What follows belongs to an exercise in optimizing a design on an open flow for small area and a short achievable clock period; a production flow would make more cautious choices. Function was checked by simulation only, so behaviour that the tests miss may differ from the original. Power and IR drop assume default switching activity.

tundra:
// lampFPU_FMA
module lampFPU_FMA( clk,rst,
sign_op1_i,mant_op1_i,exp_op1_i,isZ_op1_i,isInf_op1_i, isSNAN_op1_i, isQNAN_op1_i,
sign_op2_i,mant_op2_i,exp_op2_i,isZ_op2_i,isInf_op2_i, isSNAN_op2_i, isQNAN_op2_i,
sign_op3_i,mant_op3_i,exp_op3_i,isInf_op3_i, isSNAN_op3_i, isQNAN_op3_i,
doFMU_i,is_mult_sub_i,is_add_sub_i,  
res_sign_o,res_mant_o, res_exp_o,
is_Overflow_o,is_Underflow_o,is_to_round_o,valid_o
);
input clk,rst;
input [F_SIGN-1:0]          sign_op1_i;
input [(F_MANT-1)+1:0]      mant_op1_i;  
input [(F_EXP-1)+1:0]       exp_op1_i;
input                       isZ_op1_i;
input						isInf_op1_i;
input						isSNAN_op1_i;
input						isQNAN_op1_i;
input [F_SIGN-1:0]          sign_op2_i;
input [(F_MANT-1)+1:0]      mant_op2_i;  
input [(F_EXP-1)+1:0]       exp_op2_i;
input                       isZ_op2_i;
input						isInf_op2_i;
input						isSNAN_op2_i;
input						isQNAN_op2_i;
input [F_SIGN-1:0]          sign_op3_i;
input [(F_MANT-1)+1:0]      mant_op3_i;  
input [(F_EXP+1)-1:0]       exp_op3_i;
input						isInf_op3_i;
input						isSNAN_op3_i;
input						isQNAN_op3_i;
input                       doFMU_i;
input                       is_mult_sub_i;
input                       is_add_sub_i;
output logic [F_SIGN-1:0]          res_sign_o;
output logic [5+(F_MANT-1):0]      res_mant_o;  
output logic [F_EXP-1:0]           res_exp_o;
output logic                       is_Overflow_o;
output logic                       is_Underflow_o;
output logic                       is_to_round_o;
output logic                       valid_o;
	function automatic logic[3:0] FUNC_calcInfNanRes (
				input isMultSub_i, input isOpSub_i,
				input isZero_op1_i, isInf_op1_i,  input isSNan_op1_i, input isQNan_op1_i,
				input isZero_op2_i, isInf_op2_i,  input isSNan_op2_i, input isQNan_op2_i,
				input sign_mult_i,input sign_op3_i,
				input isInf_op3_i, input isSNan_op3_i, input isQNan_op3_i
			);
		logic realMult_sign,realOp3_sign;
		logic isNan_op1;
		logic isNan_op2;
		logic isNan_op3;
		logic isValidRes, isInfRes, isNanRes, signRes;
		isNan_op1 = isSNan_op1_i || isQNan_op1_i;
		isNan_op2 = isSNan_op2_i || isQNan_op2_i;
		isNan_op3 = isSNan_op3_i || isQNan_op3_i;
  ...
Size: about 1,600 cells after synthesis, ~10,000 µm² of cells after synthesis.
clock: 10.0 ns
lec_check: 0
abc_area: 1
cap_margin: 20
core_margin: 2
core_utilization: 40
cts_buf_list: sky130_fd_sc_hd__clkbuf_8
setup_slack_margin: 3.7
slew_margin: 20
tns_end_percent: 10
standard.sh (not shown) runs the stock make flow with config.mk's settings and CLKGATE_MAP_FILE= SYNTH_SCRIPT=/design/flow/synth_recipe.tcl, a recipe that flattens the netlist after the stock synthesis.
==> flow/flow/run.sh <==
#!/bin/bash
# Standard layout, except that the port buffers are buf_1 cells instead of
# the delay-cell buffers buffer_ports picks by default. Every port still gets a buffer.
set -euo pipefail
bash standard.sh BUFFER_PORTS_ARGS="-buffer_cell sky130_fd_sc_hd__buf_1" finish > standard_make.log 2>&1
tundra completed; timing, DRC and antenna clean
[inputs] fjord vs tundra
-- flow/config.mk --
<<< tundra, line 9
export CAP_MARGIN = 20
export CORE_MARGIN = 2
export CORE_UTILIZATION = 40
export CTS_BUF_LIST = sky130_fd_sc_hd__clkbuf_8
export SETUP_SLACK_MARGIN = 3.7
export SLEW_MARGIN = 20
export TNS_END_PERCENT = 10
>>> fjord, line 9
export CAP_MARGIN = 20
export CORE_MARGIN = 2
export CORE_UTILIZATION = 50
export CTS_BUF_LIST = sky130_fd_sc_hd__clkbuf_8
export SETUP_SLACK_MARGIN = 4
export SLEW_MARGIN = 20
export TNS_END_PERCENT = 10
Notes after the runs:
Cell area: fjord > tundra
Compared with tundra, fjord shows switching part of the total lower by 1.0 points.
Compared with tundra, fjord shows a sequential group share of total power that is 1.3 points lower.
Of tundra and fjord, the run reporting the lower number of global-route vias before repair was tundra.
Taking tundra as 1.0, fjord lands at 1.07 on net switching component of the power.
fjord ends up with lower hold slack than tundra does.
In the flow results for tundra and fjord, the first-iteration DRC count is larger on tundra.
Compared to tundra, fjord has total global-route track usage 5.3 points higher.
tundra → fjord: share of cells above drive strength 1 saw an increase; global-route congestion overflow total saw little to no change.
Between tundra and fjord, minimum clock period is lower for fjord, tundra comes in above that.
Setup changes, fjord to lagoon
==> flow/flow/run.sh <==
#!/bin/bash
# Standard layout, except that the port buffers are buf_1 cells instead of
# the delay-cell buffers buffer_ports picks by default (every port still gets
# a buffer), and that after global routing non-critical gates are downsized
# while the setup margin is kept (flow/post_grt.tcl).
set -euo pipefail
bash standard.sh BUFFER_PORTS_ARGS="-buffer_cell sky130_fd_sc_hd__buf_1" POST_GLOBAL_ROUTE_TCL="$PWD/flow/post_grt.tcl" finish > standard_make.log 2>&1
==> flow/flow/post_grt.tcl (new file) <==
# After ORFS's global-route timing repair: downsize gates off the critical
# paths while keeping the setup margin, then redo the incremental global route
# and the route guides for the detailed router.
global_route -start_incremental
repair_timing -recover_power 100 -setup_margin $::env(SETUP_SLACK_MARGIN) -verbose
global_route -end_incremental
estimate_parasitics -global_routing
report_wns
report_tns
write_guides $::env(RESULTS_DIR)/route.guide
-- flow/config.mk --
<<< fjord, line 9
export CAP_MARGIN = 20
export CORE_MARGIN = 2
export CORE_UTILIZATION = 50
export CTS_BUF_LIST = sky130_fd_sc_hd__clkbuf_8
export SETUP_SLACK_MARGIN = 4
>>> lagoon, line 9
export CAP_MARGIN = 20
export CORE_MARGIN = 2
export CORE_UTILIZATION = 40
export CTS_BUF_LIST = sky130_fd_sc_hd__clkbuf_8
export SETUP_SLACK_MARGIN = 4
==> comparison <==
The final layout from lagoon, which completed every stage, passed the timing, DRC and antenna checks at the end of the flow. When lagoon is measured against fjord, its clock tree cell share of total cell area turns out 0.17 points lower. Number of buffers outside the clock class in the layout: lagoon vs fjord down about 10%. Post-CTS repair timing setup buffer count was lower in the run labelled fjord. In the metrics for lagoon and fjord, the one carrying the lower clock group share of total power is lagoon. Between fjord and lagoon, power share of the combinational group decreased.
What violet does differently from lagoon at the input level:
==> flow/flow/run.sh <==
#!/bin/bash
# Standard layout, except that the port buffers are buf_1 cells instead of
# the delay-cell buffers buffer_ports picks by default. Every port still gets a buffer.
set -euo pipefail
bash standard.sh BUFFER_PORTS_ARGS="-buffer_cell sky130_fd_sc_hd__buf_1" finish > standard_make.log 2>&1
-- flow/config.mk --
<<< lagoon, line 10
export CORE_MARGIN = 2
export CORE_UTILIZATION = 40
export CTS_BUF_LIST = sky130_fd_sc_hd__clkbuf_8
export SETUP_SLACK_MARGIN = 4
export SLEW_MARGIN = 20
>>> violet, line 10
export CORE_MARGIN = 2
export CORE_UTILIZATION = 40
export SETUP_SLACK_MARGIN = 4
export SLEW_MARGIN = 20
removed: flow/flow/post_grt.tcl
### Flow results
- When violet is set beside lagoon, its met2 usage turns out to be 0.21 points smaller.
- Re share of synthesized area spent on multiplexers: no difference whatsoever between violet and lagoon.
- lagoon → violet: count of inserted antenna diode cells saw little to no change, number of antenna violations at the first check in global routing saw little to no change, overall power of the completed layout saw an increase, growth of design area from synthesis to finish saw an increase.
- For number of buffers inserted to repair setup after CTS, lagoon and violet come out practically identical.
- Wire length is higher on lagoon
- violet vs lagoon: final critical path time including I/O delays and setup down

## afterwards: timing with drivers on the ports
Ports are ideal in the flow. The routed layouts listed here were re-timed in OpenROAD.
Step 1 (the two cells are an assumption about what drives the block):
set clk [get_ports {clk}]
set_driving_cell -lib_cell sky130_fd_sc_hd__clkbuf_16 $clk
set_driving_cell -lib_cell sky130_fd_sc_hd__buf_2 [delete_from_list [all_inputs] $clk]
Step 2 times the ports against the registers' clock, not the clock port: input delays grow and output delays shrink by t, the midpoint of the rising clock arrivals with the driver on.
a / b / c = no drivers / after step 1 / after step 2; a / b = the first two.
run	t (ns)	setup WS [ns]	worst hold slack (ns)	worst data-port slew with drivers (ns)
tundra	0.421	4.042 / 4.061 / 3.639	0.389 / 0.389 / 0.389	0.04
fjord	0.405	4.154 / 4.173 / 3.767	0.383 / 0.383 / 0.383	0.04
lagoon	0.406	2.616 / 2.616 / 2.616	0.394 / 0.394 / 0.394	0.04
violet	0.382	4.209 / 4.228 / 3.846	0.392 / 0.392 / 0.392	0.04
After both steps every run listed still meets setup and hold. For tundra, which loses most, drivers alone change the setup slack by +0.019 ns; drivers and shift together by -0.403 ns.
